This is an optimization exercise on Yosys and OpenROAD, whose aim is small area, a short achievable clock period and few clock cycles per item, not a production implementation.
In this exercise RTL edits were held to simulation tests only and were not proved equivalent to the original.
Power figures rest on the tool's default switching activity, not on a simulated workload.

File: flow/design.v
module single_divider (Clk, a_in, d_in, q_out, r_out);
input Clk;
input [7:0] a_in, d_in;
output [7:0] q_out, r_out;
wire [0:0] x0 = a_in[7:7];
wire [1:0] b_0;
wire [0:0] df_0;
assign b_0[0] = 1'b0;
assign df_0[0] = x0[0] ^ d_in[0] ^ b_0[0];
assign b_0[1] = (~x0[0] & d_in[0]) | (~(x0[0] ^ d_in[0]) & b_0[0]);
wire ge_0 = (d_in[7:1] == 0) && !b_0[1];
wire [0:0] r1 = ge_0 ? df_0 : x0;
wire [0:0] qq1 = {ge_0};
wire [6:0] aa1 = a_in[6:0];
wire [1:0] x1 = {r1, aa1[6:6]};
wire [2:0] b_1;
wire [1:0] df_1;
assign b_1[0] = 1'b0;
assign df_1[0] = x1[0] ^ d_in[0] ^ b_1[0];
assign b_1[1] = (~x1[0] & d_in[0]) | (~(x1[0] ^ d_in[0]) & b_1[0]);
assign df_1[1] = x1[1] ^ d_in[1] ^ b_1[1];
assign b_1[2] = (~x1[1] & d_in[1]) | (~(x1[1] ^ d_in[1]) & b_1[1]);
wire ge_1 = (d_in[7:2] == 0) && !b_1[2];
wire [1:0] r2 = ge_1 ? df_1 : x1;
wire [1:0] qq2 = {qq1, ge_1};
wire [5:0] aa2 = aa1[5:0];
wire [2:0] x2 = {r2, aa2[5:5]};
wire [3:0] b_2;
wire [2:0] df_2;
assign b_2[0] = 1'b0;
assign df_2[0] = x2[0] ^ d_in[0] ^ b_2[0];
assign b_2[1] = (~x2[0] & d_in[0]) | (~(x2[0] ^ d_in[0]) & b_2[0]);
assign df_2[1] = x2[1] ^ d_in[1] ^ b_2[1];
assign b_2[2] = (~x2[1] & d_in[1]) | (~(x2[1] ^ d_in[1]) & b_2[1]);
assign df_2[2] = x2[2] ^ d_in[2] ^ b_2[2];
assign b_2[3] = (~x2[2] & d_in[2]) | (~(x2[2] ^ d_in[2]) & b_2[2]);
wire ge_2 = (d_in[7:3] == 0) && !b_2[3];
wire [2:0] r3 = ge_2 ? df_2 : x2;
wire [2:0] qq3 = {qq2, ge_2};
wire [4:0] aa3 = aa2[4:0];
reg [2:0] r_p1;
always @(posedge Clk) r_p1 <= r3;
reg [4:0] a_p1;
always @(posedge Clk) a_p1 <= aa3;
reg [2:0] q_p1;
always @(posedge Clk) q_p1 <= qq3;
reg [7:0] d_p1;
always @(posedge Clk) d_p1 <= d_in;
wire [3:0] x3 = {r_p1, a_p1[4:4]};
wire [4:0] b_3;
wire [3:0] df_3;
assign b_3[0] = 1'b0;
assign df_3[0] = x3[0] ^ d_p1[0] ^ b_3[0];
assign b_3[1] = (~x3[0] & d_p1[0]) | (~(x3[0] ^ d_p1[0]) & b_3[0]);
assign df_3[1] = x3[1] ^ d_p1[1] ^ b_3[1];
assign b_3[2] = (~x3[1] & d_p1[1]) | (~(x3[1] ^ d_p1[1]) & b_3[1]);
assign df_3[2] = x3[2] ^ d_p1[2] ^ b_3[2];
assign b_3[3] = (~x3[2] & d_p1[2]) | (~(x3[2] ^ d_p1[2]) & b_3[2]);
assign df_3[3] = x3[3] ^ d_p1[3] ^ b_3[3];
assign b_3[4] = (~x3[3] & d_p1[3]) | (~(x3[3] ^ d_p1[3]) & b_3[3]);
wire ge_3 = (d_p1[7:4] == 0) && !b_3[4];
wire [3:0] r4 = ge_3 ? df_3 : x3;
wire [3:0] qq4 = {q_p1, ge_3};
wire [3:0] aa4 = a_p1[3:0];
wire [4:0] x4 = {r4, aa4[3:3]};
wire [5:0] b_4;
wire [4:0] df_4;
assign b_4[0] = 1'b0;
assign df_4[0] = x4[0] ^ d_p1[0] ^ b_4[0];
assign b_4[1] = (~x4[0] & d_p1[0]) | (~(x4[0] ^ d_p1[0]) & b_4[0]);
assign df_4[1] = x4[1] ^ d_p1[1] ^ b_4[1];
assign b_4[2] = (~x4[1] & d_p1[1]) | (~(x4[1] ^ d_p1[1]) & b_4[1]);
assign df_4[2] = x4[2] ^ d_p1[2] ^ b_4[2];
assign b_4[3] = (~x4[2] & d_p1[2]) | (~(x4[2] ^ d_p1[2]) & b_4[2]);
assign df_4[3] = x4[3] ^ d_p1[3] ^ b_4[3];
assign b_4[4] = (~x4[3] & d_p1[3]) | (~(x4[3] ^ d_p1[3]) & b_4[3]);
assign df_4[4] = x4[4] ^ d_p1[4] ^ b_4[4];
assign b_4[5] = (~x4[4] & d_p1[4]) | (~(x4[4] ^ d_p1[4]) & b_4[4]);
wire ge_4 = (d_p1[7:5] == 0) && !b_4[5];
wire [4:0] r5 = ge_4 ? df_4 : x4;
wire [4:0] qq5 = {qq4, ge_4};
wire [2:0] aa5 = aa4[2:0];
reg [4:0] r_p2;
always @(posedge Clk) r_p2 <= r5;
reg [2:0] a_p2;
always @(posedge Clk) a_p2 <= aa5;
reg [4:0] q_p2;
always @(posedge Clk) q_p2 <= qq5;
reg [7:0] d_p2;
always @(posedge Clk) d_p2 <= d_p1;
wire [5:0] x5 = {r_p2, a_p2[2:2]};
wire [6:0] b_5;
wire [5:0] df_5;
assign b_5[0] = 1'b0;
assign df_5[0] = x5[0] ^ d_p2[0] ^ b_5[0];
assign b_5[1] = (~x5[0] & d_p2[0]) | (~(x5[0] ^ d_p2[0]) & b_5[0]);
assign df_5[1] = x5[1] ^ d_p2[1] ^ b_5[1];
assign b_5[2] = (~x5[1] & d_p2[1]) | (~(x5[1] ^ d_p2[1]) & b_5[1]);
assign df_5[2] = x5[2] ^ d_p2[2] ^ b_5[2];
assign b_5[3] = (~x5[2] & d_p2[2]) | (~(x5[2] ^ d_p2[2]) & b_5[2]);
assign df_5[3] = x5[3] ^ d_p2[3] ^ b_5[3];
assign b_5[4] = (~x5[3] & d_p2[3]) | (~(x5[3] ^ d_p2[3]) & b_5[3]);
assign df_5[4] = x5[4] ^ d_p2[4] ^ b_5[4];
assign b_5[5] = (~x5[4] & d_p2[4]) | (~(x5[4] ^ d_p2[4]) & b_5[4]);
assign df_5[5] = x5[5] ^ d_p2[5] ^ b_5[5];
assign b_5[6] = (~x5[5] & d_p2[5]) | (~(x5[5] ^ d_p2[5]) & b_5[5]);
wire ge_5 = (d_p2[7:6] == 0) && !b_5[6];
wire [5:0] r6 = ge_5 ? df_5 : x5;
wire [5:0] qq6 = {q_p2, ge_5};
wire [1:0] aa6 = a_p2[1:0];
wire [6:0] x6 = {r6, aa6[1:1]};
wire [7:0] b_6;
wire [6:0] df_6;
assign b_6[0] = 1'b0;
assign df_6[0] = x6[0] ^ d_p2[0] ^ b_6[0];
assign b_6[1] = (~x6[0] & d_p2[0]) | (~(x6[0] ^ d_p2[0]) & b_6[0]);
assign df_6[1] = x6[1] ^ d_p2[1] ^ b_6[1];
assign b_6[2] = (~x6[1] & d_p2[1]) | (~(x6[1] ^ d_p2[1]) & b_6[1]);
assign df_6[2] = x6[2] ^ d_p2[2] ^ b_6[2];
assign b_6[3] = (~x6[2] & d_p2[2]) | (~(x6[2] ^ d_p2[2]) & b_6[2]);
assign df_6[3] = x6[3] ^ d_p2[3] ^ b_6[3];
assign b_6[4] = (~x6[3] & d_p2[3]) | (~(x6[3] ^ d_p2[3]) & b_6[3]);
assign df_6[4] = x6[4] ^ d_p2[4] ^ b_6[4];
assign b_6[5] = (~x6[4] & d_p2[4]) | (~(x6[4] ^ d_p2[4]) & b_6[4]);
assign df_6[5] = x6[5] ^ d_p2[5] ^ b_6[5];
assign b_6[6] = (~x6[5] & d_p2[5]) | (~(x6[5] ^ d_p2[5]) & b_6[5]);
assign df_6[6] = x6[6] ^ d_p2[6] ^ b_6[6];
assign b_6[7] = (~x6[6] & d_p2[6]) | (~(x6[6] ^ d_p2[6]) & b_6[6]);
wire ge_6 = (d_p2[7:7] == 0) && !b_6[7];
wire [6:0] r7 = ge_6 ? df_6 : x6;
wire [6:0] qq7 = {qq6, ge_6};
wire [0:0] aa7 = aa6[0:0];
reg [6:0] r_p3;
always @(posedge Clk) r_p3 <= r7;
reg [0:0] a_p3;
always @(posedge Clk) a_p3 <= aa7;
reg [6:0] q_p3;
always @(posedge Clk) q_p3 <= qq7;
reg [7:0] d_p3;
always @(posedge Clk) d_p3 <= d_p2;
wire [7:0] x7 = {r_p3, a_p3[0:0]};
wire [8:0] t_7_1 = {1'b0, x7} - {1'b0, d_p3[7:0]};
wire ge_7_1 = 1'b1 && !t_7_1[8];
wire [7:0] df_7_1 = t_7_1[7:0];
wire [7:0] r8 = ge_7_1 ? df_7_1 : x7;
wire [7:0] qq8 = {q_p3, ge_7_1};
reg [7:0] r_p4;
always @(posedge Clk) r_p4 <= r8;
reg [7:0] q_p4;
always @(posedge Clk) q_p4 <= qq8;
assign q_out = q_p4;
assign r_out = r_p4;
endmodule
`timescale 1 ns / 100 ps
module Out_of_Order_divider (clk, rst, start, memory_write_complete, dd_addr, dd_data, qr_we, qr_addr, qr_data);
input clk, rst, start;
output memory_write_complete;
output [4:0] dd_addr;
input [15:0] dd_data;
output qr_we;
output [4:0] qr_addr;
output [15:0] qr_data;
reg [5:0] cnt;
wire last = cnt[5] && (cnt[1:0] == 2'd3);
always @(posedge clk, posedge rst)
begin
  if (rst)
    cnt <= 6'd0;
  else if (last)
    cnt <= 6'd0;
  else if (start || cnt != 6'd0)
    cnt <= cnt + 6'd1;
end
wire [5:0] wcnt = cnt - 6'd4;
assign dd_addr = cnt[4:0];
assign qr_we = (cnt >= 6'd4);
assign qr_addr = wcnt[4:0];
assign memory_write_complete = last;
single_divider divider (.Clk(clk), .a_in(dd_data[15:8]), .d_in(dd_data[7:0]), .q_out(qr_data[15:8]), .r_out(qr_data[7:0]));
endmodule
File: flow/flow/run.sh
#!/bin/bash
# Layout flow: the standard layout (standard.sh: ORFS from synthesis to
# finish) with three changes to how the layout is made:
#  - synthesis leaves the adders to ABC (ADDER_MAP_FILE empty, so no full- or
#    half-adder cells are extracted) and ABC restructures the divider's borrow
#    chains for delay; the registers come out exactly as in the standard run;
#  - every input and output port is buffered by a sky130_fd_sc_hd__buf_1;
#  - clock tree synthesis inserts no dummy loads (-dont_use_dummy_load).
# The tools' full output goes to standard.log; ORFS keeps its per-step logs
# under orfs/logs.
set -euo pipefail
bash standard.sh BUFFER_PORTS_ARGS="-buffer_cell sky130_fd_sc_hd__buf_1" ADDER_MAP_FILE= \
  CTS_ARGS="-sink_clustering_enable -repair_clock_nets -dont_use_dummy_load" finish > standard.log 2>&1
File: flow/standard.sh
#!/bin/bash
# synth_recipe.tcl (not shown) runs the flow's synth.tcl, then flattens the netlist and writes it again
# the make line also repeats each setting of config.mk as NAME=value (left out here)
make -C /OpenROAD-flow-scripts/flow DESIGN_CONFIG=/design/flow/config.mk WORK_HOME=/design/flow/orfs CLKGATE_MAP_FILE= SYNTH_SCRIPT=/design/flow/synth_recipe.tcl "${@:-finish}"
File: flow/config.mk
export PLATFORM = sky130hd
export DESIGN_NAME = Out_of_Order_divider
export DESIGN_NICKNAME = Out_of_Order_divider
export VERILOG_FILES = /design/flow/design.v
export SDC_FILE = /design/flow/constraint.sdc
export NUM_CORES = 4
export LEC_CHECK = 0
export ABC_AREA = 1
export CAP_MARGIN = 20
export CORE_MARGIN = 2
export CORE_UTILIZATION = 40
export PLACE_DENSITY = 0.6
export SETUP_SLACK_MARGIN = 3.0
export SLEW_MARGIN = 20
File: flow/constraint.sdc
create_clock -name core_clock -period 6.0 [get_ports {clk}]
set_input_delay 1.2000 -clock core_clock [delete_from_list [all_inputs] [get_ports {clk}]]
set_output_delay 1.2000 -clock core_clock [all_outputs]
set_load 0.01 [all_outputs]
==> results by group, run 1 <==
Yosys
  – Netlist Area Pre-Place: 3340 um^2
  – Synth Instances: just over 400
  – Distinct cells, synth: 37
  – Most used DFF post-synth: dfxtp_1
  – EDFF count, synth: 0
  – Synth top area cells: dfxtp_1 47%, nand2_1 11%, inv_1 5.5%
  – #FFs+latches synth: 85
  – Synth top area share: 0.473
  – Top cells by count, synth: 101 x nand2_1, 79 x dfxtp_1, 49 x inv_1, 38 x nor2_1, 22 x nand3_1
  – Async SR Flop Fraction: 0.0706
  – Synth area leader: dfxtp_1
  – Syn nets: 430
  – Count leader, synth: nand2_1
  – Mean post-synth cell area: 8.13 um^2
  – Syn. warnings: 2
  – Seq/Total Area, Yosys: 0.518

Finish
  – Post-layout util: 0.457
  – Area occupied by registers: 1740 um^2
  – Nets: 479
  – Share of cells above drive strength 1: 0.111
  – Area growth from synthesis to layout: 11.7%
  – Area of the multi-input gates: 1360 um^2
  – N_diodes: 0
  – Fillcell total: approximately 830

Routing
  – Initial DRC count: 95
  – Via count: 2487
  – DRC Markers: 0
  – Initial DRT Pass Iterations: 4
  – Top Metal Used: met4
  – WL final: 5170 um
  – Via density: approximately 4.4
  – Wl on met1: 2190 um
  – WL per Instance: 9.17 um
  – Routed wl met3: 205 um
  – Antenna-violating nets left: 0
  – Length of routed met2 wiring: 2670 um

Timing
  – Worst slew margin: 0.597
  – Period Utilization, post-route: 0.456
  – Pins Over Slew Limit: 0
  – Tmin final: 2740 ps
  – Final WS setup: about 3300 ps
  – Post-Route Skew: ~23 ps
  – Hold Vio Cnt, Final: 0
  – WHS: 314 ps
  – RSZ-0062 raised after global routing: false
  – FMAX: approximately 0.37 GHz
  – TNS Setup: 0 ps
  – Worst-margin pin slew: approximately 600 ps
  – Final Setup Violations: 0

Clocking
  – CTS buffer count: 9
  – Clock sink count: 85
  – Post CTS Setup Buffer Count: 0
  – Clock Tree Buf Depth: 2
  – H-tree levels: 3
  – CTS Hold Bufs: 0
  – Clk slew on worst S/H paths: 90 ps
  – Clock latency (worst-skew pair): 350 ps
  – Root Driver: clkbuf_8
  – CTS tree: done

Die
  – Row count: 33
  – Die ar.: 9100 um^2
  – Core area: 8180 um^2
  – Starting Density: 0.409
  – Die width: roughly 95 um
  – IO Count: 47
  – Die Y: roughly 95 um

Worst setup path
  – Critical path class: in2reg
  – R2r startpoint: divider.d_p2[0]
  – Worst-path cell with the longest stage delay: nor4_1
  – Critical Path RT: 6250 ps
  – Slowest stage delay, CP: 280 ps
  – CP Capture Type: flip-flop
  – Critical-path cell list: buf_1 > nor4_1 > nand2_1 > nor2_2 > o211ai_1 > a21oi_1 > nor2_1 > a21oi_1 > o21ai_1 > nor2_2 > nand2_1 > a22o_1
  – CP Launch Type: input pin
  – Crit-path max FO: 6
  – CP Launch Point: dd_data[3]
  – Arrival time at the worst endpoint: 2990 ps

Placement
  – DP Worst Slack: between 2000 and 3000 ps
  – Dpl hpwl: between 4000 and 5000 um
  – Port-buffer cells: 46
  – RD Place Congestion: 0.817

Status
  – Status: no timing/DRC/antenna violations

Flow run
  – Max-cap violations: 0

GRT
  – GR Overflow Total: 0
  – First-pass GRT wire length: approximately 9400 um
  – Total global routing track utilization: 0.132
  – Initial antenna violation count: 0
  – Largest net degree at the start of global routing: 18
  – Vias in the first global route: 2311

Min path
  – Worst hold path class: reg2reg
  – Min-delay src: divider.q_p3[1]

Power and ir drop
  – Pwr dens: approximately 350 nW/um^2
  – Worst VDD drop: 123 uV
  – PnR Total Power: approximately 1.3 mW
  – Pleak: 1.76 nW
[cell type report]
type                       instances  area share
sequential                        85       0.465
inverter                          55      0.0560
clock buffer                       9      0.0332
timing repair buffer              46      0.0462
tap                              105      0.0352
multi-input combinational        263       0.364
[layout by cell type (no fill, tap or decap), drive strengths merged]
| cell type | count |
|---|---|
| nor4 | 2 |
| o31ai | 1 |
| a21oi | 13 |
| buf | 46 |
| maj3 | 1 |
| nand2 | 115 |
| nor3 | 2 |
| dfrtp | 6 |
| inv | 55 |
| clkbuf | 9 |
| dfxtp | 79 |
| or2 | 8 |
| o21ai | 23 |
| o2111ai | 1 |
| and2 | 1 |
| nand3 | 22 |
| o21bai | 1 |
| nand3b | 6 |
| a22o | 1 |
| xor2 | 10 |
| nor3b | 1 |
| nor2 | 38 |
| o221ai | 1 |
| o211ai | 1 |
| o21a | 1 |
| a31oi | 3 |
| nand4 | 2 |
| xnor2 | 9 |
[worst paths after layout]
check                                   to  slack [ps]  depth (start not counted)
max                        divider.r_p1[0]        3260                         12
min                        divider.q_p4[2]         310                          0
max reg2reg                divider.r_p3[1]        3340                         24
min reg2reg                divider.q_p4[2]         310                          0
max in group asynchronous           cnt[1]        5050                          2
min in group asynchronous           cnt[4]         730                          2
[worst max-delay path: cells and delay by family]
| kind | cells | cell delay [ps] |
|---|---|---|
| AO/OA/AOI/OAI | 5 | 730 |
| buffers and inverters | 1 | 90 |
| AND/OR/NAND/NOR | 6 | 960 |
[through the flow]
stage / cell area [um^2] / cells
after CTS: 3710 / 563
after floorplan: 3340 / 411
after detailed placement: 3590 / 554
after global routing: 3730 / 563
final: 3730 / 563
after global placement: 3590 / 554
[sequential cells by signal, indices dropped and copies added (netlist names)]
register	cells
divider.r_p4	8
divider.a_p1	5
divider.q_p1	3
cnt	6
divider.a_p2	3
divider.r_p3	7
divider.d_p2	8
divider.a_p3	1
divider.d_p1	8
divider.q_p3	7
divider.q_p2	5
divider.r_p1	3
divider.r_p2	5
divider.q_p4	8
divider.d_p3	8
[metal layers]
| layer | up-vias | global-route usage |
|---|---|---|
| li1 | 1372 | - |
| met4 | 0 | 0.0571 |
| met5 | - | 0 |
| met3 | 9 | 0.0403 |
| met2 | 33 | 0.244 |
| met1 | 1073 | 0.138 |
[cell families (layout without fill, tap and decap cells)]
kind of cell,after synthesis,count (layout),synth area share
buffers and inverters,63,110,0.0797
AOI/OAI and AO/OA,46,46,0.0797
DFF,85,85,0.518
adders and majority gates,1,1,0.00337
and+or+nand+nor,197,197,0.267
xor gates and xnor gates,19,19,0.0520
[power breakdown]
part / switching [mW] / internal [mW]
Sequential: 0.0430 / 0.640
Clock: 0.156 / 0.134
Combinational: 0.200 / 0.119
[what timing repair did]
action                                  CTS  global route
endpoints found under the setup margin    0            19
gates resized for setup                   0             9
endpoints found under the hold margin     0             0
Testbench counts, summed over its fixed seeds: cycles 6,912, jobs 192.
==> run 2, diff against run 1 <==
==> flow/flow/run.sh (replaced) <==
#!/bin/bash
set -euo pipefail
bash standard.sh BUFFER_PORTS_ARGS="-buffer_cell sky130_fd_sc_hd__buf_1" ADDER_MAP_FILE= CTS_ARGS="-sink_clustering_enable -repair_clock_nets -dont_use_dummy_load" finish > standard.log 2>&1
==> results by group, run 2 <==
Flow run
  – Max-cap violations: 0

Finish
  – Post-layout util: 0.457
  – Area occupied by registers: approximately 1700 um^2
  – Share of cells above drive strength 1: 0.111
  – Area growth from synthesis to layout: 11.7%
  – N_diodes: 0
  – Area of the multi-input gates: 1360 um^2
  – Fillcell total: 831
  – Commonest non-fill, non-tap cells in the layout: 101 x nand2_1, 76 x dfxtp_1, 49 x inv_1, 46 x buf_1, 36 x nor2_1
  – Leading cell type in the layout, fill and taps excluded: nand2_1
  – Nets: approximately 480

Timing
  – Period Utilization, post-route: 0.456
  – Post-Route Skew: 22.7 ps
  – Final Setup Violations: 0
  – TNS Setup: 0 ps
  – Hold Vio Cnt, Final: 0
  – Pins Over Slew Limit: 0
  – Tmin final: 2740 ps
  – RSZ-0062 raised after global routing: false
  – Worst-margin pin slew: 603 ps
  – FMAX: 0.365 GHz
  – Worst slew margin: 0.597

Yosys
  – Netlist Area Pre-Place: ~3300 um^2
  – Synth top area share: 0.473
  – Syn. warnings: 2
  – Seq/Total Area, Yosys: 0.518
  – Async SR Flop Fraction: 0.0706
  – #FFs+latches synth: 85
  – EDFF count, synth: 0
  – Count leader, synth: nand2_1
  – Mean post-synth cell area: ~8 um^2
  – Most used DFF post-synth: dfxtp_1
  – Synth top area cells: dfxtp_1 47%, nand2_1 11%, inv_1 5.5%
  – Top cells by count, synth: 101 x nand2_1, 79 x dfxtp_1, 49 x inv_1, 38 x nor2_1, 22 x nand3_1
  – Synth area leader: dfxtp_1
  – Synth Instances: 411
  – Distinct cells, synth: 37
  – Syn nets: 430

Worst setup path
  – Critical path class: in2reg
  – CP Launch Type: input pin
  – Arrival time at the worst endpoint: 2990 ps
  – CP Capture Type: flip-flop
  – Crit-path max FO: 6
  – Critical Path RT: 6250 ps

Clocking
  – H-tree levels: 3
  – Clk slew on worst S/H paths: 90 ps
  – Clock sink count: 85
  – Root Driver: clkbuf_8
  – Clock latency (worst-skew pair): 350 ps
  – Clock Tree Buf Depth: 2
  – CTS buffer count: 9
  – CTS tree: done
  – CTS Hold Bufs: 0

Routing
  – DRC Markers: 0
  – Initial DRC count: 95
  – WL per Instance: 9.17 um
  – Antenna-violating nets left: 0
  – WL final: 5170 um
  – Via density: 4.42
  – Via count: 2487
  – Initial DRT Pass Iterations: 4

Power and ir drop
  – Pwr dens: 346 nW/um^2
  – Worst VDD drop: about 120 uV
  – Pleak: 1.76 nW

Die
  – Die ar.: 9100 um^2
  – Die Y: 95.4 um
  – Die width: 95.4 um
  – Row count: 33
  – Starting Density: 0.409
  – IO Count: 47
  – Core area: a little over 8000 um^2

Placement
  – Port-buffer cells: 46
  – Dpl hpwl: 4110 um
  – RD Place Congestion: 0.817

GRT
  – First-pass GRT wire length: 9370 um
  – GR Overflow Total: 0
  – Initial antenna violation count: 0
  – Vias in the first global route: 2311
  – Largest net degree at the start of global routing: 18
  – Total global routing track utilization: 0.132

Min path
  – Worst hold path class: reg2reg

Status
  – Status: no timing/DRC/antenna violations
## run 2: worst paths after layout
path,from,end,slack [ps],cells after the start
max,dd_data[3],divider.r_p1[0],3260,12
min,divider.q_p3[1],divider.q_p4[2],310,0
max reg2reg,divider.d_p2[0],divider.r_p3[1],3340,24
min reg2reg,divider.q_p3[1],divider.q_p4[2],310,0
max in group asynchronous,rst,cnt[1],5050,2
min in group asynchronous,rst,cnt[4],730,2
## run 2: final cells by class
type | count | area share
Clock buffer | 9 | 0.0332
Timing Repair Buffer | 46 | 0.0462
Tap cell | 105 | 0.0352
Sequential cell | 85 | 0.465
Multi-Input combinational cell | 263 | 0.364
Inverter | 55 | 0.0560
## run 2: per-layer routing
metal,routed length (um),track usage,vias up
li1,-,-,1372
met4,95,0.0571,0
met2,2670,0.244,33
met5,0,0,-
met3,205,0.0403,9
met1,2190,0.138,1073
## run 2: kinds of logic after synthesis
kind of cell | Yosys count | share of synthesized area
AOI/OAI and AO/OA | 46 | 0.0797
xor gates and xnor gates | 19 | 0.0520
adders and majority gates | 1 | 0.00337
buffers and inverters | 63 | 0.0797
DFF | 85 | 0.518
and+or+nand+nor | 197 | 0.267
## run 2: metrics by stage
step | cell area [um^2] | cells | power, mW | hold slack (ps) | setup WS [ps]
final | 3730 | 563 | 1.29 | 314 | 3260
after detailed placement | 3590 | 554 | 1.02 | 312 | 2720
after floorplan | 3340 | 411 | 0.962 | 310 | 3170
after CTS | 3710 | 563 | 1.31 | 317 | 3110
after global placement | 3590 | 554 | 1.01 | 311 | 2890
after global routing | 3730 | 563 | 1.40 | 337 | 3010
## run 2: power by group
| part | internal (mW) | switching (mW) |
|---|---|---|
| registers | 0.640 | 0.0430 |
| clock network | 0.134 | 0.156 |
| logic | 0.119 | 0.200 |
| total | 0.893 | 0.400 |
## run 2: critical path, cell delays in order
cell	delay (ps)
buf_1	90
nor4_1	280
nand2_1	150
nor2_2	190
o211ai_1	130
a21oi_1	200
nor2_1	90
a21oi_1	140
o21ai_1	90
nor2_2	180
nand2_1	70
a22o_1	170
## run 2: repair_timing
action	CTS	global route
buffers inserted	0	0
endpoints found under the setup margin	0	19
resized for setup	0	9
==> run 3, diff against run 2 <==
--- a/flow/config.mk
+++ b/flow/config.mk
@@ -12,3 +12,4 @@
 export PLACE_DENSITY = 0.6
 export SETUP_SLACK_MARGIN = 3.0
 export SLEW_MARGIN = 20
+export TNS_END_PERCENT = 100
==> results by group, run 3 <==
Worst setup path
  – CP Capture Type: flip-flop
  – Worst-path cell with the longest stage delay: nor4_1
  – Crit path max-delay family: simple AND/OR/NAND/NOR gates
  – Critical Path RT: 6250 ps
  – Arrival time at the worst endpoint: 2990 ps
  – Crit-path max FO: 6
  – Slowest stage delay, CP: 280 ps
  – Buf/Inv on CP: 1
  – Critical path class: in2reg
  – Critical-path cell list: buf_1 > nor4_1 > nand2_1 > nor2_2 > o211ai_1 > a21oi_1 > nor2_1 > a21oi_1 > o21ai_1 > nor2_2 > nand2_1 > a22o_1
  – CP Launch Type: input pin
  – Reg2reg setup slack: 3340 ps

Placement
  – RD Place Congestion: 0.817
  – Dpl hpwl: ~4100 um
  – Port-buffer cells: between 40 and 50
  – DP Worst Slack: 2720 ps

Die
  – IO Count: 47
  – Die Y: 95.4 um
  – Starting Density: 0.409
  – Die width: 95.4 um
  – Row count: 33
  – Die ar.: 9100 um^2
  – Core area: 8180 um^2

Timing
  – Final Setup Violations: 0
  – Tmin final: 2740 ps
  – Pins Over Slew Limit: 0
  – Post-Route Skew: 22.7 ps
  – TNS Setup: 0 ps
  – FMAX: 0.365 GHz
  – RSZ-0062 raised after global routing: false
  – Worst-margin pin slew: 603 ps
  – Final WS setup: 3260 ps
  – Hold Vio Cnt, Final: 0
  – Period Utilization, post-route: 0.456
  – Worst slew margin: 0.597

Clocking
  – Root Driver: clkbuf_8
  – CTS buffer count: 9
  – Clock latency (worst-skew pair): about 350 ps
  – Clock Tree Buf Depth: 2
  – Clk slew on worst S/H paths: 90 ps
  – Clock sink count: 85
  – CTS tree: done
  – H-tree levels: 3

Routing
  – Via density: 4.42
  – Antenna-violating nets left: 0
  – Initial DRC count: 95
  – Initial DRT Pass Iterations: 4
  – WL final: 5170 um
  – Via count: 2487
  – WL per Instance: 9.17 um
  – DRC Markers: 0

Power and ir drop
  – Switching power total: 0.400 mW
  – Worst VDD drop: 123 uV
  – PnR Total Power: approximately 1.3 mW
  – Power share of the combinational group: 0.247
  – Pleak: between 1.5 and 2 nW
  – Cell-internal power: 0.893 mW
  – Clock Power Share: 0.224
  – Flop pwr share: 0.528
  – Sw frac: 0.309
  – Pwr dens: 346 nW/um^2

Min path
  – Worst hold path class: reg2reg

Yosys
  – Mean post-synth cell area: between 8 and 9 um^2
  – Most used DFF post-synth: dfxtp_1
  – Async SR Flop Fraction: 0.0706
  – Synth top area share: 0.473
  – Seq/Total Area, Yosys: 0.518
  – Syn. warnings: 2
  – Count leader, synth: nand2_1
  – Top cells by count, synth: 101 x nand2_1, 79 x dfxtp_1, 49 x inv_1, 38 x nor2_1, 22 x nand3_1
  – Synth area leader: dfxtp_1
  – EDFF count, synth: 0
  – #FFs+latches synth: 85
  – Distinct cells, synth: 37
  – Synth top area cells: dfxtp_1 47%, nand2_1 11%, inv_1 5.5%
  – Syn nets: 430
  – Synth Instances: between 400 and 500
  – Netlist Area Pre-Place: 3340 um^2

Status
  – Status: no timing/DRC/antenna violations

Finish
  – Area growth from synthesis to layout: 11.7%
  – Leading cell type in the layout, fill and taps excluded: nand2_1
  – N_diodes: 0
  – Fillcell total: 831
  – Commonest non-fill, non-tap cells in the layout: 101 x nand2_1, 76 x dfxtp_1, 49 x inv_1, 46 x buf_1, 36 x nor2_1
  – Nets: around 480
  – Share of cells above drive strength 1: 0.111

GRT
  – Largest net degree at the start of global routing: 18
  – First-pass GRT wire length: between 9000 and 10000 um
  – Vias in the first global route: 2311
  – Initial antenna violation count: 0
  – Total global routing track utilization: 0.132
  – GR Overflow Total: 0

Flow run
  – Max-cap violations: 0
[run 3: cell counts in the layout (fill, tap and decap cells not counted)]
Identical to the previous run, type by type.
[run 3: logic make-up (layout without fill, tap and decap cells)]
kind of cell	count (synthesis)	count (layout)	synth area share
buffers and inverters	63	110	0.0797
adders and majority gates	1	1	0.00337
xor gates and xnor gates	19	19	0.0520
DFF	85	85	0.518
and+or+nand+nor	197	197	0.267
AOI/OAI and AO/OA	46	46	0.0797
[run 3: final timing paths]
path,startpoint,endpoint,depth (start not counted)
worst min-delay path,divider.q_p3[1],divider.q_p4[2],0
min in group asynchronous,rst,cnt[4],2
max in group asynchronous,rst,cnt[1],2
worst min register to register,divider.q_p3[1],divider.q_p4[2],0
worst max-delay path,dd_data[3],divider.r_p1[0],12
worst max register to register,divider.d_p2[0],divider.r_p3[1],24
[run 3: routing by layer]
layer / GRT usage / wire length, um / vias to the layer above
met5: 0 / 0 / -
met4: 0.0571 / 95 / 0
met3: 0.0403 / 205 / 9
met2: 0.244 / 2670 / 33
met1: 0.138 / 2190 / 1073
li1: - / - / 1372
[run 3: repair_timing]
| item | CTS | global route |
|---|---|---|
| endpoints found under the setup margin | 0 | 19 |
| resized for setup | 0 | 9 |
| hold endpoints to repair | 0 | 0 |
| setup buffers | 0 | 0 |
| hold buffers | 0 | 0 |
[run 3: cell type report]
type                    instances  area [um^2]  area share
inverters                      55          209      0.0560
multi-input cells             263         1360       0.364
well taps                     105          131      0.0352
repair buffers                 46          173      0.0462
flip-flops and latches         85         1740       0.465
clock buffers                   9          124      0.0332
[run 3: power by group through the flow]
stage          Clock, mW  Combinational [mW]  Sequential (mW)
2_1_floorplan          0               0.260            0.701
3_3_place_gp           0               0.313            0.694
3_5_place_dp           0               0.320            0.697
4_1_cts            0.307               0.322            0.684
5_1_grt            0.331               0.371            0.693
6_report           0.290               0.320            0.683
[run 3: worst reg2reg max path, stage by stage (launching register included)]
cell and delay, ps:
dfxtp_2 360, nand2_1 100, o21ai_2 190, nand2_2 80, nand2_2 60, nand2_2 60, nand2_1 70, nand2_2 60
nand2_2 70, nand2_2 100, nand2_4 120, inv_4 60, nor2_1 120, a31oi_2 70, or2_1 260, nand2_1 100
inv_2 30, nand2_1 90, nand2_1 70, nand2_2 80, nand2_2 60, nand2_4 100, nand2_4 90, nand2_1 100
nand2_1 50
[run 3: through the flow]
step	instance area (um^2)	hold slack (ps)	cells	utilization
final	3730	314	563	0.457
after global routing	3730	337	563	0.457
after CTS	3710	317	563	0.454
after detailed placement	3590	312	554	0.439
after global placement	3590	311	554	0.439
after floorplan	3340	310	411	-
==> run 4, diff against run 3 <==
--- a/flow/config.mk
+++ b/flow/config.mk
@@ -9,7 +9,6 @@
 export CAP_MARGIN = 20
 export CORE_MARGIN = 2
 export CORE_UTILIZATION = 40
-export PLACE_DENSITY = 0.6
+export PLACE_DENSITY = 0.5
 export SETUP_SLACK_MARGIN = 3.0
 export SLEW_MARGIN = 20
-export TNS_END_PERCENT = 100
==> results by group, run 4 <==
Status
  – Status: no timing/DRC/antenna violations

Routing
  – Via density: 4.46
  – Initial DRC count: 67
  – Initial DRT Pass Iterations: 4
  – DRC Markers: 0
  – WL per Instance: 9.73 um
  – Via count: 2514
  – Antenna-violating nets left: 0
  – WL final: 5490 um

Worst setup path
  – Crit-path max FO: 6
  – Reg2reg setup slack: 3350 ps
  – CP Launch Type: input pin
  – Worst Reg-to-Reg Cells: 27
  – CP Capture Type: flip-flop
  – Critical Path RT: 6240 ps
  – Critical path class: in2reg
  – R2r startpoint: divider.d_p2[0]
  – Arrival time at the worst endpoint: 2950 ps
  – FF-to-FF End: divider.r_p3[3]

Yosys
  – #FFs+latches synth: 85
  – Seq/Total Area, Yosys: 0.518
  – Synth area leader: dfxtp_1
  – Netlist Area Pre-Place: 3340 um^2
  – Count leader, synth: nand2_1
  – Syn. warnings: 2
  – Synth top area cells: dfxtp_1 47%, nand2_1 11%, inv_1 5.5%
  – Async SR Flop Fraction: 0.0706
  – Most used DFF post-synth: dfxtp_1
  – Synth Instances: ~410
  – Synth top area share: 0.473
  – Distinct cells, synth: 37
  – EDFF count, synth: 0
  – Mean post-synth cell area: 8.13 um^2
  – Syn nets: 430
  – Top cells by count, synth: 101 x nand2_1, 79 x dfxtp_1, 49 x inv_1, 38 x nor2_1, 22 x nand3_1

GRT
  – Initial antenna violation count: 0
  – Largest net degree at the start of global routing: 19
  – Vias in the first global route: 2346
  – GR Overflow Total: 0
  – First-pass GRT wire length: ~10000 um
  – Total global routing track utilization: 0.141

Die
  – Die Y: 95.4 um
  – IO Count: 47
  – Die ar.: 9100 um^2
  – Starting Density: 0.409
  – Row count: 33
  – Core area: between 8000 and 9000 um^2
  – Die width: 95.4 um

Clocking
  – Clock latency (worst-skew pair): 350 ps
  – Clock sink count: 85
  – CTS Hold Bufs: 0
  – Root Driver: clkbuf_8
  – CTS buffer count: 9
  – Clk slew on worst S/H paths: 100 ps
  – Clock Tree Buf Depth: 2
  – H-tree levels: 3
  – CTS tree: done

Finish
  – Share of cells above drive strength 1: 0.122
  – Fillcell total: 835
  – Area growth from synthesis to layout: 12.5%
  – Layout Cells excl Fill: 564
  – Leading cell type in the layout, fill and taps excluded: nand2_1
  – Nets: 480
  – Commonest non-fill, non-tap cells in the layout: 101 x nand2_1, 76 x dfxtp_1, 49 x inv_1, 46 x buf_1, 35 x nor2_1
  – N_diodes: 0

Timing
  – Pins Over Slew Limit: 0
  – Final Setup Violations: 0
  – FMAX: between 0.3 and 0.4 GHz
  – RSZ-0062 raised after global routing: false
  – TNS Setup: 0 ps
  – Tmin final: 2710 ps
  – Period Utilization, post-route: 0.452
  – Post-Route Skew: around 25 ps
  – Worst slew margin: 0.602
  – Worst-margin pin slew: 595 ps
  – Hold Vio Cnt, Final: 0

Power and ir drop
  – Sw frac: 0.315
  – Clock Power Share: 0.231
  – Cell-internal power: slightly below 0.9 mW
  – Pleak: 1.77 nW
  – Power share of the combinational group: 0.247
  – Pwr dens: ~350 nW/um^2
  – Worst VDD drop: 150 uV
  – Switching power total: 0.412 mW
  – Flop pwr share: 0.522

Placement
  – Port-buffer cells: 46
  – RD Place Congestion: 0.804
  – Placed Cells: 554
  – Dpl hpwl: between 4000 and 5000 um

Min path
  – Worst hold path class: reg2reg
  – Worst Hold Path EP: divider.q_p3[3]
  – Hold Path Stages: 0
  – Min-delay src: divider.q_p2[1]

Flow run
  – Max-cap violations: 0
[run 4: cell types whose count changed in the layout (fill, tap and decap cells not counted), sizes merged]
cell / change
buf: +1
[run 4: layout make-up]
type / instances / area (um^2) / area share
flip-flops and latches: 85 / 1740 / 0.462
multi-input cells: 263 / 1380 / 0.367
inverters: 55 / 209 / 0.0556
repair buffers: 47 / 180 / 0.0479
well taps: 105 / 131 / 0.0349
clock buffers: 9 / 124 / 0.0329
[run 4: cell families after synthesis]
logic type,Yosys count,share of synthesized area
AOI/OAI and AO/OA,46,0.0797
and+or+nand+nor,197,0.267
buffers and inverters,63,0.0797
xor gates and xnor gates,19,0.0520
adders and majority gates,1,0.00337
DFF,85,0.518
[run 4: what timing repair did]
action	in CTS	in global routing
buffers inserted	0	1
resized for setup	0	12
setup endpoints to repair	0	21
[run 4: worst max path at each step]
stage,from,endpoint,cells after the start
finish,dd_data[3],divider.r_p1[0],12
global route,dd_data[3],divider.r_p1[1],10
CTS,dd_data[3],divider.r_p1[0],12
detailed placement,dd_data[3],divider.r_p1[0],12
global placement,dd_data[3],divider.r_p1[0],12
floorplan,dd_data[3],divider.r_p1[0],11
[run 4: metrics by stage]
step                      total power, mW  utilization  area [um^2]  worst slack, ps  hold WS [ps]
final                                1.31        0.460         3760             3290           313
after global routing                 1.41        0.460         3760             2970           312
after CTS                            1.32        0.454         3710             3130           308
after detailed placement             1.02        0.439         3590             2760           312
after global placement               1.01        0.439         3590             2900           310
after floorplan                     0.962            -         3340             3170           310
[run 4: power groups by stage]
stage | logic [mW] | registers (mW) | clock network [mW]
after floorplan | 0.260 | 0.701 | 0
after global placement | 0.317 | 0.696 | 0
after detailed placement | 0.322 | 0.696 | 0
after CTS | 0.323 | 0.683 | 0.317
after global routing | 0.375 | 0.695 | 0.342
final | 0.323 | 0.683 | 0.302
[run 4: critical path: stages]
cell,delay [ps]
buf_1,90
nor4_1,290
nand2_1,170
nor2_4,140
o211ai_1,130
a21oi_2,170
nor2_1,80
a21oi_1,120
o21ai_0,110
nor2_2,220
nand2_1,70
a22o_1,170
[run 4: routing by layer]
metal / vias up / track usage / part of all wire
li1: 1369 / - / -
met1: 1109 / 0.157 / 0.45
met2: 31 / 0.251 / 0.51
met3: 5 / 0.0474 / 0.037
met4: 0 / 0.0464 / 0.0084
met5: - / 0 / 0
==> run 5, diff against run 4 <==
--- a/flow/config.mk
+++ b/flow/config.mk
@@ -9,6 +9,6 @@
 export CAP_MARGIN = 20
 export CORE_MARGIN = 2
 export CORE_UTILIZATION = 40
-export PLACE_DENSITY = 0.5
+export PLACE_DENSITY = 0.7
 export SETUP_SLACK_MARGIN = 3.0
 export SLEW_MARGIN = 20
==> results by group, run 5 <==
Status
  – Status: no timing/DRC/antenna violations

Power and ir drop
  – Pwr dens: 349 nW/um^2
  – Worst VDD drop: 94.3 uV
  – Pleak: 1.76 nW
  – PnR Total Power: 1.30 mW

Yosys
  – Distinct cells, synth: 37
  – Synth top area share: 0.473
  – Syn nets: 430
  – Post-synthesis simple-gate area fraction: 0.267
  – Synth area leader: dfxtp_1
  – Synth top area cells: dfxtp_1 47%, nand2_1 11%, inv_1 5.5%
  – #FFs+latches synth: 85
  – Post-synthesis mux area share: 0
  – Mean post-synth cell area: approximately 8 um^2
  – Largest family of logic cells by synthesized area: simple AND/OR/NAND/NOR gates
  – Syn. warnings: 2
  – EDFF count, synth: 0
  – Most used DFF post-synth: dfxtp_1
  – Count leader, synth: nand2_1
  – Post-Synth XOR/XNOR Area: 0.0520
  – Async SR Flop Fraction: 0.0706
  – Netlist Area Pre-Place: 3340 um^2
  – Post-Synth Adder-Cell Area: 0.00337
  – Top cells by count, synth: 101 x nand2_1, 79 x dfxtp_1, 49 x inv_1, 38 x nor2_1, 22 x nand3_1
  – Synth Instances: 411
  – Compound-cell area share of the yosys netlist: 0.0797
  – Seq/Total Area, Yosys: 0.518

Worst setup path
  – CP Launch Type: input pin
  – Crit path max-delay family: simple AND/OR/NAND/NOR gates
  – Buf/Inv on CP: 1
  – Slowest stage delay, CP: 300 ps
  – Critical-path cell list: buf_1 > nor4_1 > nand2_1 > nor2_2 > o211ai_1 > a21oi_2 > nor2_1 > a21oi_1 > o21ai_1 > nor2_2 > nand2_1 > a22o_1
  – Critical Path RT: 6220 ps
  – Reg2reg setup slack: between 3000 and 4000 ps
  – R2r startpoint: divider.d_p2[1]
  – FF-to-FF End: divider.r_p3[2]
  – Critical path class: in2reg
  – Worst Reg-to-Reg Cells: 27
  – CP Depth: 12
  – Worst-path cell with the longest stage delay: nor4_1
  – Arrival time at the worst endpoint: 2980 ps
  – Crit-path max FO: 6
  – CP Capture Type: flip-flop

Clocking
  – CTS Hold Bufs: 0
  – Clock Tree Buf Depth: 2
  – H-tree levels: 3
  – Root Driver: clkbuf_8
  – CTS tree: done
  – Clock sink count: 85
  – CTS buffer count: 9
  – Clk slew on worst S/H paths: 80 ps
  – Post CTS Setup Buffer Count: 0
  – Clock latency (worst-skew pair): about 340 ps

Finish
  – Commonest non-fill, non-tap cells in the layout: 101 x nand2_1, 77 x dfxtp_1, 49 x inv_1, 46 x buf_1, 36 x nor2_1
  – Fin area: between 3000 and 4000 um^2
  – Area growth from synthesis to layout: 11.5%
  – Fillcell total: approximately 800
  – Share of cells above drive strength 1: 0.109
  – Area occupied by registers: 1730 um^2
  – Leading cell type in the layout, fill and taps excluded: nand2_1
  – N_diodes: 0
  – Nets: around 480
  – Area of the multi-input gates: 1360 um^2

Timing
  – Final WS setup: 3240 ps
  – RSZ-0062 raised after global routing: true
  – Hold Vio Cnt, Final: 0
  – Worst slew margin: 0.592
  – FMAX: 0.362 GHz
  – Final Setup Violations: 0
  – Worst-margin pin slew: 609 ps
  – Tmin final: 2760 ps
  – TNS Setup: 0 ps
  – Pins Over Slew Limit: 0
  – Post-Route Skew: 18.2 ps
  – Period Utilization, post-route: 0.460

Placement
  – DP Worst Slack: around 2700 ps
  – Area after DPL: between 3000 and 4000 um^2
  – Port-buffer cells: 46
  – RD Place Congestion: about 0.82
  – Dpl hpwl: 4240 um

Routing
  – WL per Instance: 9.47 um
  – Antenna-violating nets left: 0
  – Initial DRC count: 80
  – WL final: between 5000 and 6000 um
  – DRC Markers: 0
  – Via count: 2584
  – Via density: 4.59
  – Initial DRT Pass Iterations: 6

GRT
  – Vias in the first global route: ~2400
  – Total global routing track utilization: 0.132
  – First-pass GRT wire length: 9400 um
  – Largest net degree at the start of global routing: 16
  – Initial antenna violation count: 0
  – GR Overflow Total: 0

Min path
  – Worst Hold Path EP: divider.q_p3[4]
  – Hold Path Stages: 0
  – Min-delay src: divider.q_p2[2]
  – Worst hold path class: reg2reg

Die
  – Die width: 95.4 um
  – Die Y: 95.4 um
  – IO Count: 47
  – Row count: 33
  – Starting Density: 0.409
  – Die ar.: 9100 um^2
  – Core area: about 8200 um^2

Flow run
  – Max-cap violations: 0
==> run 5: worst max-delay path by stage <==
| stage | startpoint | end |
|---|---|---|
| 4_1_cts | dd_data[3] | divider.r_p1[0] |
| 5_1_grt | divider.r_p3[0] | divider.r_p4[0] |
| 3_5_place_dp | dd_data[3] | divider.r_p1[0] |
| 2_1_floorplan | dd_data[3] | divider.r_p1[0] |
| 6_report | dd_data[3] | divider.r_p1[0] |
| 3_3_place_gp | dd_data[3] | divider.r_p1[0] |
==> run 5: cell families after synthesis <==
group                      after synthesis
and+or+nand+nor                        197
DFF                                     85
buffers and inverters                   63
AOI/OAI and AO/OA                       46
xor gates and xnor gates                19
adders and majority gates                1
==> run 5: area by class of cell <==
type / count / share of cell area
Inverter: 55 / 0.0561
Sequential cell: 85 / 0.465
Clock buffer: 9 / 0.0332
Tap cell: 105 / 0.0352
Multi-Input combinational cell: 263 / 0.364
Timing Repair Buffer: 46 / 0.0463
==> run 5: routing by layer <==
layer / routed length, um / GRT usage
met5: 0 / 0
met4: 82 / 0.0607
met3: 221 / 0.0364
met2: 2840 / 0.253
met1: 2190 / 0.131
==> run 5: through the flow <==
stage                     cells  utilization  hold slack, ps
after floorplan             411            -             310
after global placement      554        0.439             312
after detailed placement    554        0.439             312
after CTS                   563        0.454             317
after global routing        563        0.456             321
final                       563        0.456             313
==> run 5: power by group <==
group          switching, mW  leakage [nW]  internal [mW]
clock                  0.159        0.0647          0.134
combinational          0.203         0.962          0.119
sequential            0.0441         0.731          0.640
total                  0.406          1.76          0.893
==> run 5: what timing repair did <==
action / in CTS / in global routing
endpoints found under the setup margin: 0 / 19
gates resized for setup: 0 / 7
hold endpoints to repair: 0 / 0
==> run 6, diff against run 5 <==
--- a/flow/config.mk
+++ b/flow/config.mk
@@ -8,7 +8,7 @@
 export ABC_AREA = 1
 export CAP_MARGIN = 20
 export CORE_MARGIN = 2
-export CORE_UTILIZATION = 40
-export PLACE_DENSITY = 0.7
+export CORE_UTILIZATION = 30
+export PLACE_DENSITY = 0.6
 export SETUP_SLACK_MARGIN = 3.0
 export SLEW_MARGIN = 20
==> results by group, run 6 <==
Timing
  – Worst slew margin: 0.553
  – RSZ-0062 raised after global routing: false
  – Final Setup Violations: 0
  – Worst-margin pin slew: 668 ps
  – Hold Vio Cnt, Final: 0
  – FMAX: 0.368 GHz
  – Period Utilization, post-route: 0.453
  – Post-Route Skew: 26.3 ps
  – Pins Over Slew Limit: 0
  – Tmin final: 2720 ps
  – TNS Setup: 0 ps

Die
  – Row count: 38
  – Starting Density: 0.308
  – Die ar.: 12000 um^2
  – Die width: 110 um
  – Core area: approximately 11000 um^2
  – IO Count: 47
  – Die Y: 110 um

GRT
  – Global Route met2 Usage: 0.183
  – Met1 usage: 0.101
  – First-pass GRT wire length: about 9300 um
  – Vias in the first global route: 2291
  – Global route hottest layer: met2
  – GR Overflow Total: 0
  – Largest net degree at the start of global routing: 17
  – Met3 Track Usage GR: 0.0362
  – Initial antenna violation count: 0
  – Total global routing track utilization: 0.100

Worst setup path
  – Reg2reg setup slack: 3350 ps
  – Setup crit end: divider.r_p1[0]
  – CP Launch Type: input pin
  – Critical-path cell list: buf_1 > nor4_1 > nand2_1 > nor2_2 > o211ai_1 > a21oi_1 > nor2_1 > a21oi_1 > o21ai_0 > nor2_2 > nand2_1 > a22o_1
  – Crit-path max FO: 6
  – CP Launch Point: dd_data[3]
  – CP Depth: 12
  – Buf/Inv on CP: 1
  – Critical path class: in2reg
  – Worst Reg-to-Reg Cells: 24
  – Critical Path RT: just over 6000 ps
  – Arrival time at the worst endpoint: roughly 3000 ps
  – Crit path max-delay family: simple AND/OR/NAND/NOR gates
  – Worst-path cell with the longest stage delay: nor4_1
  – CP Capture Type: flip-flop
  – Slowest stage delay, CP: 250 ps
  – R2r startpoint: divider.d_p2[0]
  – FF-to-FF End: divider.r_p3[6]

Routing
  – Initial DRT Pass Iterations: 4
  – WL per Instance: around 9 um
  – Via density: 4.16
  – WL final: 5480 um
  – DRC Markers: 0
  – Via count: 2489
  – Initial DRC count: 29
  – Antenna-violating nets left: 0

Clocking
  – H-tree levels: 3
  – CTS buffer count: 9
  – Clock Tree Buf Depth: 2
  – Post CTS Setup Buffer Count: 0
  – Clk slew on worst S/H paths: 70 ps
  – CTS tree: done
  – CTS Hold Bufs: 0
  – Clock sink count: 85
  – Cts repair resizes: 0
  – Root Driver: clkbuf_8
  – Clock latency (worst-skew pair): 350 ps

Yosys
  – Distinct cells, synth: 37
  – Top cells by count, synth: 101 x nand2_1, 79 x dfxtp_1, 49 x inv_1, 38 x nor2_1, 22 x nand3_1
  – Synth Instances: 411
  – Async SR Flop Fraction: 0.0706
  – Syn. warnings: 2
  – Synth top area share: 0.473
  – EDFF count, synth: 0
  – #FFs+latches synth: 85
  – Count leader, synth: nand2_1
  – Synth area leader: dfxtp_1
  – Netlist Area Pre-Place: 3340 um^2
  – Syn nets: 430
  – Most used DFF post-synth: dfxtp_1
  – Synth top area cells: dfxtp_1 47%, nand2_1 11%, inv_1 5.5%
  – Seq/Total Area, Yosys: 0.518
  – Mean post-synth cell area: 8.13 um^2

Power and ir drop
  – Pleak: 1.76 nW
  – Pwr dens: approximately 350 nW/um^2
  – PnR Total Power: around 1.3 mW
  – Worst VDD drop: about 130 uV

Placement
  – Dpl hpwl: ~4400 um
  – RD Place Congestion: 0.811
  – Port-buffer cells: 46

Min path
  – Worst hold path class: reg2reg

Finish
  – N_diodes: 0
  – Commonest non-fill, non-tap cells in the layout: 101 x nand2_1, 77 x dfxtp_1, 49 x inv_1, 46 x buf_1, 36 x nor2_1
  – Area growth from synthesis to layout: 12.7%
  – Nets: between 400 and 500
  – Share of cells above drive strength 1: 0.107
  – Leading cell type in the layout, fill and taps excluded: nand2_1
  – Fillcell total: 1146

Flow run
  – Max-cap violations: 0

Status
  – Status: no timing/DRC/antenna violations
## run 6: cell counts after synthesis
No cell type changed its count.
## run 6: worst min-delay path by stage
stage | from | slack (ps) | cells after the start | to
5_1_grt | divider.q_p3[0] | 340 | 0 | divider.q_p4[1]
4_1_cts | divider.q_p3[0] | 330 | 0 | divider.q_p4[1]
2_1_floorplan | divider.a_p1[0] | 310 | 0 | divider.a_p2[0]
6_report | divider.q_p3[0] | 330 | 0 | divider.q_p4[1]
3_5_place_dp | divider.q_p1[2] | 310 | 0 | divider.q_p2[4]
3_3_place_gp | divider.q_p3[0] | 310 | 0 | divider.q_p4[1]
## run 6: final cells by class
| class | instances | area [um^2] | area share |
|---|---|---|---|
| sequential | 85 | 1730 | 0.460 |
| multi-input combinational | 263 | 1350 | 0.359 |
| inverter | 55 | 209 | 0.0555 |
| tap | 140 | 175 | 0.0465 |
| timing repair buffer | 46 | 173 | 0.0458 |
| clock buffer | 9 | 124 | 0.0329 |
## run 6: where the power goes
group          leakage (nW)  switching [mW]  internal [mW]
Combinational         0.961           0.204          0.119
Clock                0.0647           0.161          0.134
Sequential            0.731          0.0430          0.640
Total                  1.76           0.408          0.893
## run 6: logic make-up (layout without fill, tap and decap cells)
logic type | Yosys count | count (layout) | synth area share
AO/OA/AOI/OAI | 46 | 46 | 0.0797
XOR/XNOR | 19 | 19 | 0.0520
adder cells (fa/ha/maj) | 1 | 1 | 0.00337
buffers and inverters | 63 | 110 | 0.0797
flip-flops | 85 | 85 | 0.518
AND/OR/NAND/NOR | 197 | 197 | 0.267
## run 6: metal layers
metal | wire, um | share of wire
met3 | 264 | 0.048
met2 | 2730 | 0.50
met5 | 0 | 0
met4 | 97 | 0.018
met1 | 2390 | 0.44
## run 6: worst register-to-register path, cell delays in order (launching register included)
cell and delay, ps:
dfxtp_2 370, nand2_1 110, o21ai_2 200, nand2_2 80, nand2_2 60, nand2_2 50, nand2_1 70, nand2_2 60
nand2_2 70, nand2_2 90, nand2_4 110, inv_4 60, nor2_1 80, a31oi_1 70, or2_1 260, nand2_1 100
inv_2 30, nand2_1 90, nand2_1 70, nand2_2 80, nand2_2 70, nand2_4 110, nand2_4 90, nand2_1 90
nand2_1 50
## run 6: stage by stage
stage | setup slack [ps] | utilization | std cells | hold WS, ps | cell area (um^2)
after floorplan | 3170 | - | 411 | 310 | 3340
after global placement | 2950 | 0.335 | 589 | 314 | 3630
after detailed placement | 2810 | 0.335 | 589 | 312 | 3630
after global routing | 3000 | 0.348 | 598 | 335 | 3770
final | 3280 | 0.348 | 598 | 326 | 3770
after CTS | 3150 | 0.346 | 598 | 330 | 3760
==> run 7, diff against run 6 <==
--- a/flow/config.mk
+++ b/flow/config.mk
@@ -8,7 +8,7 @@
 export ABC_AREA = 1
 export CAP_MARGIN = 20
 export CORE_MARGIN = 2
-export CORE_UTILIZATION = 30
+export CORE_UTILIZATION = 40
 export PLACE_DENSITY = 0.6
-export SETUP_SLACK_MARGIN = 3.0
+export SETUP_SLACK_MARGIN = 3.2
 export SLEW_MARGIN = 20
==> results by group, run 7 <==
Yosys
  – Seq/Total Area, Yosys: 0.518
  – Async SR Flop Fraction: 0.0706
  – Netlist Area Pre-Place: 3340 um^2
  – Count leader, synth: nand2_1
  – EDFF count, synth: 0
  – Synth top area share: 0.473
  – Mean post-synth cell area: 8.13 um^2
  – Post-synthesis mux area share: 0
  – Post-Synth XOR/XNOR Area: 0.0520
  – Post-synthesis simple-gate area fraction: 0.267
  – Synth Instances: 411
  – Syn nets: 430
  – Largest family of logic cells by synthesized area: simple AND/OR/NAND/NOR gates
  – Compound-cell area share of the yosys netlist: 0.0797
  – Post-Synth Adder-Cell Area: 0.00337
  – Syn. warnings: 2
  – Most used DFF post-synth: dfxtp_1
  – #FFs+latches synth: 85
  – Synth area leader: dfxtp_1
  – Distinct cells, synth: 37
  – Top cells by count, synth: 101 x nand2_1, 79 x dfxtp_1, 49 x inv_1, 38 x nor2_1, 22 x nand3_1
  – Synth top area cells: dfxtp_1 47%, nand2_1 11%, inv_1 5.5%

Worst setup path
  – CP Launch Point: dd_data[7]
  – CP Launch Type: input pin
  – Critical path class: in2reg
  – Arrival time at the worst endpoint: 2870 ps
  – Critical Path RT: 6250 ps
  – Crit-path max FO: 6
  – CP Capture Type: flip-flop
  – R2r startpoint: divider.d_p2[2]

Timing
  – Final Setup Violations: 0
  – Tmin final: 2620 ps
  – Hold Vio Cnt, Final: 0
  – Worst-margin pin slew: 475 ps
  – FMAX: 0.382 GHz
  – Worst slew margin: 0.683
  – Period Utilization, post-route: 0.437
  – Pins Over Slew Limit: 0
  – RSZ-0062 raised after global routing: true
  – TNS Setup: 0 ps
  – Post-Route Skew: 27.3 ps

Clocking
  – Clock Tree Buf Depth: 2
  – Clock sink count: 85
  – CTS tree: done
  – CTS Hold Bufs: 0
  – Root Driver: clkbuf_8
  – Clock latency (worst-skew pair): 350 ps
  – CTS buffer count: 9
  – H-tree levels: 3
  – Clk slew on worst S/H paths: 80 ps

Die
  – Die width: 95.4 um
  – Core area: 8180 um^2
  – IO Count: 47
  – Die Y: roughly 95 um
  – Starting Density: 0.409
  – Die ar.: 9100 um^2
  – Row count: 33

Finish
  – Post-layout util: 0.478
  – Nets: about 490
  – Share of cells above drive strength 1: 0.176
  – Area growth from synthesis to layout: 16.8%
  – Leading cell type in the layout, fill and taps excluded: nand2_1
  – Fillcell total: 834
  – Layout Cells excl Fill: between 500 and 600
  – Commonest non-fill, non-tap cells in the layout: 90 x nand2_1, 73 x dfxtp_1, 48 x inv_1, 46 x buf_1, 33 x nor2_1
  – N_diodes: 0

Routing
  – WL per Instance: 9.55 um
  – Top Metal Used: met4
  – Antenna-violating nets left: 0
  – WL final: 5440 um
  – Wl on met1: 2250 um
  – Initial DRT Pass Iterations: 4
  – Initial DRC count: 76
  – Length of routed met2 wiring: 2900 um
  – Via count: between 2000 and 3000
  – Routed wl met3: 209 um
  – DRC Markers: 0
  – Via density: 4.54

Placement
  – RD Place Congestion: 0.791
  – Placed Cells: 554
  – Dpl hpwl: ~4200 um
  – Port-buffer cells: 46

Power and ir drop
  – Pwr dens: 341 nW/um^2
  – Worst VDD drop: roughly 110 uV
  – PnR Total Power: around 1.3 mW
  – Pleak: 1.81 nW

Min path
  – Min-delay src: divider.q_p1[0]
  – Worst hold path class: reg2reg

GRT
  – First-pass GRT wire length: 9140 um
  – Vias in the first global route: 2318
  – Largest net degree at the start of global routing: 16
  – Initial antenna violation count: 0
  – Total global routing track utilization: 0.130
  – GR Overflow Total: 0

Status
  – Status: no timing/DRC/antenna violations

Flow run
  – Max-cap violations: 0
-- run 7: timing repair --
| action | 4_1_cts | 5_1_grt |
|---|---|---|
| resized for setup | 2 | 37 |
| setup buffers | 0 | 7 |
| pin swaps | 0 | 10 |
| endpoints found under the setup margin | 2 | 22 |
| cloned | 0 | 0 |
-- run 7: critical path, cell delays in order --
cell and delay [ps]:
buf_1 90, nor4_2 270, nand2_1 150, nor2_4 130, o211ai_1 130, a21oi_2 170
nor2_1 80, a21oi_1 120, o21ai_1 90, nor2_2 190, nand2_1 70, a22o_1 170
-- run 7: cell type report --
class	count	area (um^2)	area share
Sequential cell	85	1740	0.447
Timing Repair Buffer	53	238	0.0609
Tap cell	105	131	0.0336
Inverter	55	209	0.0535
Clock buffer	9	124	0.0317
Multi-Input combinational cell	263	1460	0.374
-- run 7: final timing paths --
| check | end | slack, ps | cells past startpoint |
|---|---|---|---|
| hold reg to reg | divider.q_p2[2] | 320 | 0 |
| setup / recovery | divider.r_p1[0] | 3380 | 12 |
| hold / removal | divider.q_p2[2] | 320 | 0 |
| max in group asynchronous | cnt[3] | 5090 | 2 |
| setup reg to reg | divider.r_p3[0] | 3400 | 24 |
| min in group asynchronous | cnt[0] | 720 | 2 |
-- run 7: logic make-up after synthesis --
family	Yosys count
simple gates	197
flops	85
buf+inv	63
compound gates	46
xor+xnor	19
fa+ha+maj	1
-- run 7: routing by layer --
layer,global-route usage,vias to the layer above
li1,-,1381
met1,0.131,1165
met2,0.236,37
met3,0.0356,7
met4,0.0810,0
met5,0,-
-- run 7: per-stage QoR --
| stage | area, um^2 | hold WS, ps | worst slack [ps] |
|---|---|---|---|
| floorplan | 3340 | 310 | 3200 |
| global placement | 3590 | 312 | 2910 |
| detailed placement | 3590 | 312 | 2820 |
| CTS | 3720 | 328 | 3240 |
| global route | 3910 | 328 | 3160 |
| finish | 3910 | 323 | 3380 |
-- run 7: power breakdown --
group | internal (mW) | leakage (nW) | switching [mW] | total [mW]
clock network | 0.134 | 0.0647 | 0.161 | 0.295
logic | 0.138 | 1.02 | 0.213 | 0.351
registers | 0.640 | 0.731 | 0.0436 | 0.683
total | 0.912 | 1.81 | 0.418 | 1.33
==> run 8, diff against run 7 <==
--- a/flow/config.mk
+++ b/flow/config.mk
@@ -10,5 +10,5 @@
 export CORE_MARGIN = 2
 export CORE_UTILIZATION = 40
 export PLACE_DENSITY = 0.6
-export SETUP_SLACK_MARGIN = 3.2
+export SETUP_SLACK_MARGIN = 2.8
 export SLEW_MARGIN = 20
==> results by group, run 8 <==
Status
  – Status: no timing/DRC/antenna violations

Worst setup path
  – Critical path class: in2reg
  – Arrival time at the worst endpoint: about 3200 ps
  – Critical Path RT: between 6000 and 7000 ps
  – FF-to-FF End: divider.r_p3[1]
  – R2r startpoint: divider.d_p2[2]
  – Crit-path max FO: 6
  – CP Capture Type: flip-flop
  – CP Launch Type: input pin
  – Reg2reg setup slack: between 3000 and 4000 ps
  – Worst Reg-to-Reg Cells: 25

Timing
  – Worst slew margin: 0.584
  – WHS: 315 ps
  – Post-Route Skew: 22.0 ps
  – Final Setup Violations: 0
  – Pins Over Slew Limit: 0
  – Hold Vio Cnt, Final: 0
  – FMAX: 0.345 GHz
  – RSZ-0062 raised after global routing: false
  – Period Utilization, post-route: 0.483
  – Worst-margin pin slew: 622 ps
  – Tmin final: 2900 ps
  – TNS Setup: 0 ps

Die
  – Row count: 33
  – Die width: 95.4 um
  – Die Y: between 90 and 100 um
  – Starting Density: 0.409
  – IO Count: 47
  – Die ar.: 9100 um^2
  – Core area: 8180 um^2

Yosys
  – Synth top area share: 0.473
  – #FFs+latches synth: 85
  – Syn. warnings: 2
  – Netlist Area Pre-Place: 3340 um^2
  – Synth Instances: roughly 410
  – Async SR Flop Fraction: 0.0706
  – Synth area leader: dfxtp_1
  – Synth top area cells: dfxtp_1 47%, nand2_1 11%, inv_1 5.5%
  – Seq/Total Area, Yosys: 0.518
  – Top cells by count, synth: 101 x nand2_1, 79 x dfxtp_1, 49 x inv_1, 38 x nor2_1, 22 x nand3_1
  – Count leader, synth: nand2_1
  – Mean post-synth cell area: around 8 um^2
  – Distinct cells, synth: 37
  – Syn nets: 430
  – EDFF count, synth: 0
  – Most used DFF post-synth: dfxtp_1

GRT
  – Largest net degree at the start of global routing: 18
  – Global route hottest layer: met2
  – Met1 usage: 0.138
  – Initial antenna violation count: 0
  – Global Route met2 Usage: 0.244
  – Vias in the first global route: 2311
  – GR Overflow Total: 0
  – Met3 Track Usage GR: 0.0403
  – Total global routing track utilization: 0.132
  – First-pass GRT wire length: 9370 um

Finish
  – Commonest non-fill, non-tap cells in the layout: 101 x nand2_1, 79 x dfxtp_1, 49 x inv_1, 46 x buf_1, 38 x nor2_1
  – Fin area: 3720 um^2
  – Nets: 479
  – N_diodes: 0
  – Fillcell total: 831
  – Leading cell type in the layout, fill and taps excluded: nand2_1
  – Share of cells above drive strength 1: 0.0983
  – Area growth from synthesis to layout: 11.2%

Routing
  – Antenna-violating nets left: 0
  – Initial DRT Pass Iterations: 4
  – DRC Markers: 0
  – Via count: 2500
  – Via density: 4.44
  – WL final: 5160 um
  – Initial DRC count: 99
  – WL per Instance: 9.17 um

Flow run
  – Max-cap violations: 0

Power and ir drop
  – Pwr dens: 347 nW/um^2
  – Pleak: 1.76 nW
  – Worst VDD drop: 123 uV
  – PnR Total Power: 1.29 mW

Clocking
  – CTS buffer count: 9
  – Root Driver: clkbuf_8
  – CTS tree: done
  – CTS Hold Bufs: 0
  – H-tree levels: 3
  – Clock sink count: 85
  – Clock Tree Buf Depth: 2
  – Clk slew on worst S/H paths: 90 ps
  – Clock latency (worst-skew pair): 350 ps
  – Post CTS Setup Buffer Count: 0

Placement
  – Area after DPL: 3590 um^2
  – Port-buffer cells: 46
  – Dpl hpwl: approximately 4100 um
  – RD Place Congestion: 0.817

Min path
  – Min-delay src: divider.q_p3[1]
  – Worst Hold Path EP: divider.q_p4[2]
  – Hold Path Stages: 0
  – Worst hold path class: reg2reg
run 8: cell types whose count changed in the layout (fill, tap and decap cells not counted), moves of 4 or more:
cell | previous run | this run
dfxtp_2 | 4 | 0
nor2_1 | 33 | 38
nor2_2 | 4 | 0
nand2_2 | 20 | 11
nand2_1 | 90 | 101
buf_4 | 6 | 0
dfxtp_1 | 73 | 79
run 8: logic make-up after synthesis:
group	after synthesis	share of synthesized area
AO/OA/AOI/OAI	46	0.0797
XOR/XNOR	19	0.0520
adder cells (fa/ha/maj)	1	0.00337
buffers and inverters	63	0.0797
flip-flops	85	0.518
AND/OR/NAND/NOR	197	0.267
run 8: worst max path at each step:
stage | from | endpoint | cells after the start
final | dd_data[3] | divider.r_p1[0] | 12
after global routing | dd_data[3] | divider.r_p1[0] | 12
after CTS | dd_data[3] | divider.r_p1[0] | 12
after detailed placement | dd_data[3] | divider.r_p1[0] | 12
after global placement | dd_data[3] | divider.r_p1[0] | 12
after floorplan | dd_data[3] | divider.r_p1[0] | 11
run 8: where the power goes:
| group | switching (mW) | total [mW] | internal [mW] |
|---|---|---|---|
| Combinational | 0.199 | 0.318 | 0.119 |
| Sequential | 0.0430 | 0.683 | 0.640 |
| Clock | 0.156 | 0.290 | 0.134 |
run 8: metrics by stage:
stage / utilization / worst slack [ps] / cells
after floorplan: - / 3170 / 411
after CTS: 0.454 / 3110 / 563
after global routing: 0.455 / 2880 / 563
final: 0.455 / 3100 / 563
after detailed placement: 0.439 / 2720 / 554
after global placement: 0.439 / 2890 / 554
run 8: layer usage:
layer | up-vias | share of wire | routed length, um
met5 | - | 0 | 0
met3 | 9 | 0.042 | 215
met2 | 39 | 0.52 | 2680
met1 | 1080 | 0.42 | 2170
met4 | 0 | 0.017 | 90
li1 | 1372 | - | -
run 8: final cells by class:
type	count	area (um^2)	area share
timing repair buffer	46	173	0.0465
sequential	85	1730	0.466
multi-input combinational	263	1350	0.363
tap	105	131	0.0354
inverter	55	209	0.0562
clock buffer	9	124	0.0333
run 8: timing repair:
item,4_1_cts,5_1_grt
endpoints found under the setup margin,0,5
gates resized for setup,0,1
endpoints found under the hold margin,0,0
run 8: critical path, stage by stage:
cell	delay, ps
buf_1	90
nor4_1	280
nand2_1	120
nor2_1	240
o211ai_1	160
a21oi_1	220
nor2_1	100
a21oi_1	130
o21ai_0	100
nor2_1	260
nand2_1	80
a22o_1	180

==> port drivers added, routing unchanged <==
In the flow no input, the clock included, has a driving cell. The finished layouts below were timed again as built, in two steps. Step 1 (the two cells are an assumption about what drives the block):
set clk [get_ports {clk}]
set_driving_cell -lib_cell sky130_fd_sc_hd__clkbuf_16 $clk
set_driving_cell -lib_cell sky130_fd_sc_hd__buf_2 [delete_from_list [all_inputs] $clk]
Step 2 moves the port delays by t, midway between the first and last clock arrival at a register: inputs arrive t later, outputs are due t later. That takes back most of the time a late clock gives input paths. Slacks: ideal ports / drivers / drivers and shift; pairs: ideal ports / drivers.
run | t (ns) | slack for setup (ns) | hold slack, ns | worst setup path at the end | worst register clock-pin slew, ns
run 1 | 0.365 | 3.263 / 3.275 / 2.910 | 0.314 / 0.314 / 0.314 | input to register | 0.09 / 0.09
run 2 | 0.365 | 3.263 / 3.275 / 2.910 | 0.314 / 0.314 / 0.314 | input to register | 0.09 / 0.09
run 3 | 0.365 | 3.263 / 3.275 / 2.910 | 0.314 / 0.314 / 0.314 | input to register | 0.09 / 0.09
run 4 | 0.367 | 3.286 / 3.297 / 2.930 | 0.313 / 0.313 / 0.313 | input to register | 0.10 / 0.10
run 5 | 0.357 | 3.239 / 3.247 / 2.890 | 0.313 / 0.313 / 0.313 | input to register | 0.08 / 0.08
run 6 | 0.368 | 3.280 / 3.288 / 2.920 | 0.326 / 0.326 / 0.326 | input to register | 0.09 / 0.09
run 7 | 0.362 | 3.379 / 3.387 / 3.024 | 0.323 / 0.323 / 0.323 | input to register | 0.08 / 0.08
run 8 | 0.364 | 3.103 / 3.115 / 2.751 | 0.315 / 0.315 / 0.315 | input to register | 0.09 / 0.09
After both steps setup and hold are still met in every run listed. The setup slack of run 6, which loses most, moves by +0.008 ns with the drivers and by -0.360 ns with both steps.
